From an optimization exercise on the open Yosys and OpenROAD flow, aimed at small area, a short achievable clock period and few clock cycles per item; shortcuts taken in it are not production practice.
Function was checked by simulation only, so behaviour that the tests miss may differ from the original.
No activity file was given, so power comes from the tool's default toggle rates.

## divisor_secuencial
module divisor_secuencial #(
    parameter N = 32
) (
    input  logic             clk,
    input  logic             rst,
    input  logic             valid,
    input  logic [N-1:0]     A,
    input  logic [N-1:0]     B,
    output logic [N-1:0]     Q,
    output logic [N-1:0]     R,
    output logic             done,
    output logic             error
);
    logic [N-1:0] x_reg;     
    logic [N-1:0] d_reg;     
    logic [N-1:0] q_reg;     
    logic [4:0]   cnt;       
    logic         err_reg;
    logic s_align, s_step, s_done;
    logic idle, quick;
    assign idle  = !(s_align || s_step || s_done);
    assign quick = s_align && s_done;
    function automatic logic [5:0] lzc32(input logic [31:0] v);
        logic [15:0] z1;  logic [15:0] c1;         
        logic [7:0]  z2;  logic [15:0] c2;         
        logic [3:0]  z3;  logic [11:0] c3;         
        logic [1:0]  z4;  logic [7:0]  c4;         
        for (int i = 0; i < 16; i++) begin
            z1[i] = !(v[2*i+1] || v[2*i]);
            c1[i] = !v[2*i+1];
        end
        for (int i = 0; i < 8; i++) begin
            z2[i] = z1[2*i+1] && z1[2*i];
            c2[2*i+:2] = z1[2*i+1] ? {1'b1, c1[2*i]} : {1'b0, c1[2*i+1]};
        end
        for (int i = 0; i < 4; i++) begin
            z3[i] = z2[2*i+1] && z2[2*i];
            c3[3*i+:3] = z2[2*i+1] ? {1'b1, c2[4*i+:2]} : {1'b0, c2[4*i+2+:2]};
        end
        for (int i = 0; i < 2; i++) begin
            z4[i] = z3[2*i+1] && z3[2*i];
            c4[4*i+:4] = z3[2*i+1] ? {1'b1, c3[6*i+:3]} : {1'b0, c3[6*i+3+:3]};
        end
        lzc32 = {z4[1] && z4[0], z4[1] ? {1'b1, c4[3:0]} : {1'b0, c4[7:4]}};
    endfunction
    logic [5:0] lz_a, lz_b;
    logic [4:0] shamt;
    always_ff @(posedge clk) begin
        lz_a <= lzc32(A);
        lz_b <= lzc32(B);
    end
    assign shamt = lz_b[4:0] - lz_a[4:0];
  ...
==> flow/config.mk <==
export PLATFORM = sky130hd
export DESIGN_NAME = divisor_secuencial
export DESIGN_NICKNAME = divisor_secuencial
export VERILOG_FILES = /design/flow/design.v
export SDC_FILE = /design/flow/constraint.sdc
export NUM_CORES = 4
export LEC_CHECK = 0
export CAP_MARGIN = 20
export CORE_MARGIN = 2
export CORE_UTILIZATION = 40
export PLACE_DENSITY = 0.6
export SLEW_MARGIN = 20
==> flow/constraint.sdc <==
create_clock -name core_clock -period 10.0 [get_ports {clk}]
set_input_delay 2.0000 -clock core_clock [delete_from_list [all_inputs] [get_ports {clk}]]
set_output_delay 2.0000 -clock core_clock [all_outputs]
set_load 0.01 [all_outputs]
standard.sh (not shown) runs the stock make flow with config.mk's settings and CLKGATE_MAP_FILE= SYNTH_SCRIPT=/design/flow/synth_recipe.tcl, a recipe that flattens the netlist after the stock synthesis.
==> flow/flow/run.sh <==
#!/bin/bash
# The standard layout (standard.sh), with changes to how it is made only:
#  - the ports are buffered with sky130_fd_sc_hd__buf_2 instead of the resizer's default pick;
#  - The clock tree is built from sky130_fd_sc_hd__clkbuf_4 and _8.
#  - repair_timing aims for extra setup slack at the design's 10 ns clock.
# The SDC, the clock period and everything else are the standard flow's own.
bash standard.sh "BUFFER_PORTS_ARGS=-buffer_cell sky130_fd_sc_hd__buf_2" SETUP_SLACK_MARGIN=6.9 "CTS_BUF_LIST=sky130_fd_sc_hd__clkbuf_4 sky130_fd_sc_hd__clkbuf_8" finish > standard.log 2>&1
The first run finished with timing, DRC and antenna clean.
Testbench counts at the start, summed over its fixed seeds: cycles 30,393, items 3,600.
Change:
==> flow/flow/run.sh (replaced) <==
#!/bin/bash
# The standard layout (standard.sh), with changes to how it is made only:
#  - the ports are buffered with sky130_fd_sc_hd__buf_2 instead of the resizer's default pick;
#  - The clock tree is built from sky130_fd_sc_hd__clkbuf_8.
#  - repair_timing aims for extra setup slack at the design's 10 ns clock.
# The SDC, the clock period and everything else are the standard flow's own.
bash standard.sh "BUFFER_PORTS_ARGS=-buffer_cell sky130_fd_sc_hd__buf_2" SETUP_SLACK_MARGIN=6.9 CTS_BUF_LIST=sky130_fd_sc_hd__clkbuf_8 finish > standard.log 2>&1
- via count is unchanged
- die area is unchanged
- total power stays the same
- non-clock buffer count does not change
- wire length does not change
- core utilization is unchanged
- register-to-register slack is about the same
- cell count does not change
- area after synthesis is unchanged
- cell area is unchanged
Change:
==> flow/flow/run.sh (replaced) <==
#!/bin/bash
# The standard layout (standard.sh), with changes to how it is made only:
#  - the ports are buffered with sky130_fd_sc_hd__buf_2 instead of the resizer's default pick;
#  - The clock tree is built from sky130_fd_sc_hd__clkbuf_8.
#  - repair_timing aims for extra setup slack at the design's 10 ns clock.
#  - denser placement (PLACE_DENSITY 0.7).
# The SDC, the clock period and everything else are the standard flow's own.
bash standard.sh "BUFFER_PORTS_ARGS=-buffer_cell sky130_fd_sc_hd__buf_2" SETUP_SLACK_MARGIN=6.8 CTS_BUF_LIST=sky130_fd_sc_hd__clkbuf_8 PLACE_DENSITY=0.7 finish > standard.log 2>&1
Outcome: The new run completed with no timing, DRC or antenna violations; wire length drops by 8.5%; count of clock-buffer cells in the layout stays the same; synthesized area does not change; register-to-register slack stays flat; design area decreases by about 1.8%; core utilization goes down by 0.86 points.
Change:
--- a/flow/flow/run.sh
+++ b/flow/flow/run.sh
@@ -6,3 +6,3 @@
 #  - denser placement (PLACE_DENSITY 0.7).
 # The SDC, the clock period and everything else are the standard flow's own.
-bash standard.sh "BUFFER_PORTS_ARGS=-buffer_cell sky130_fd_sc_hd__buf_2" SETUP_SLACK_MARGIN=6.8 CTS_BUF_LIST=sky130_fd_sc_hd__clkbuf_8 PLACE_DENSITY=0.7 finish > standard.log 2>&1
+bash standard.sh "BUFFER_PORTS_ARGS=-buffer_cell sky130_fd_sc_hd__buf_2" SETUP_SLACK_MARGIN=7.0 CTS_BUF_LIST=sky130_fd_sc_hd__clkbuf_8 PLACE_DENSITY=0.7 finish > standard.log 2>&1
After rerunning: The new run completed with no timing, DRC or antenna violations; wire length went up by a few percent; synthesized area stays the same; worst setup slack gains 0.082 ns; critical path depth is unchanged; final area went up by a few percent; via count went up by a few percent; clock skew hardly moves.
Change:
==> flow/flow/run.sh (replaced) <==
#!/bin/bash
# The standard layout (standard.sh), with changes to how it is made only:
#  - the ports are buffered with sky130_fd_sc_hd__buf_2 instead of the resizer's default pick;
#  - The clock tree is built from sky130_fd_sc_hd__clkbuf_8.
#  - repair_timing aims for extra setup slack at the design's 10 ns clock.
# The SDC, the clock period and everything else are the standard flow's own.
bash standard.sh "BUFFER_PORTS_ARGS=-buffer_cell sky130_fd_sc_hd__buf_2" SETUP_SLACK_MARGIN=7.0 CTS_BUF_LIST=sky130_fd_sc_hd__clkbuf_8 finish > standard.log 2>&1
Cell area stays flat.
Worst hold slack hardly moves.
Sequential cell count does not change.
Wire length increases by a little under a tenth.
Total power hardly moves.
Area after synthesis is unchanged.
Cell count increases slightly.
Clock skew stays flat.

==> afterwards: timing with drivers on the ports <==
In the flow no input, the clock included, has a driving cell. The finished layouts below were timed again as built, in two steps.
Step 1, drivers: a clkbuf_16 drives clk and a buf_2 each remaining input, both assumed.
Step 2 also shifts input and output timing later by t, the mid clock arrival at the registers, as if the neighbouring blocks saw the same clock.
Three values: ideal, step 1, step 2; two values: the first two.
run	t, ns	setup WS [ns]	worst setup path at the end	latest minus earliest clock arrival (ns)	worst data-port slew with drivers (ns)
the first run	0.516	6.927 / 6.889 / 6.443	input to register	0.011 / 0.011	0.04
the second run	0.516	6.927 / 6.889 / 6.443	input to register	0.011 / 0.011	0.04
the third run	0.502	6.871 / 6.831 / 6.404	input to register	0.010 / 0.011	0.05
the fourth run	0.502	6.953 / 6.913 / 6.505	input to register	0.010 / 0.011	0.06
the fifth run	0.517	6.937 / 6.899 / 6.549	input to register	0.010 / 0.010	0.04
After both steps setup and hold are still met in every run listed.
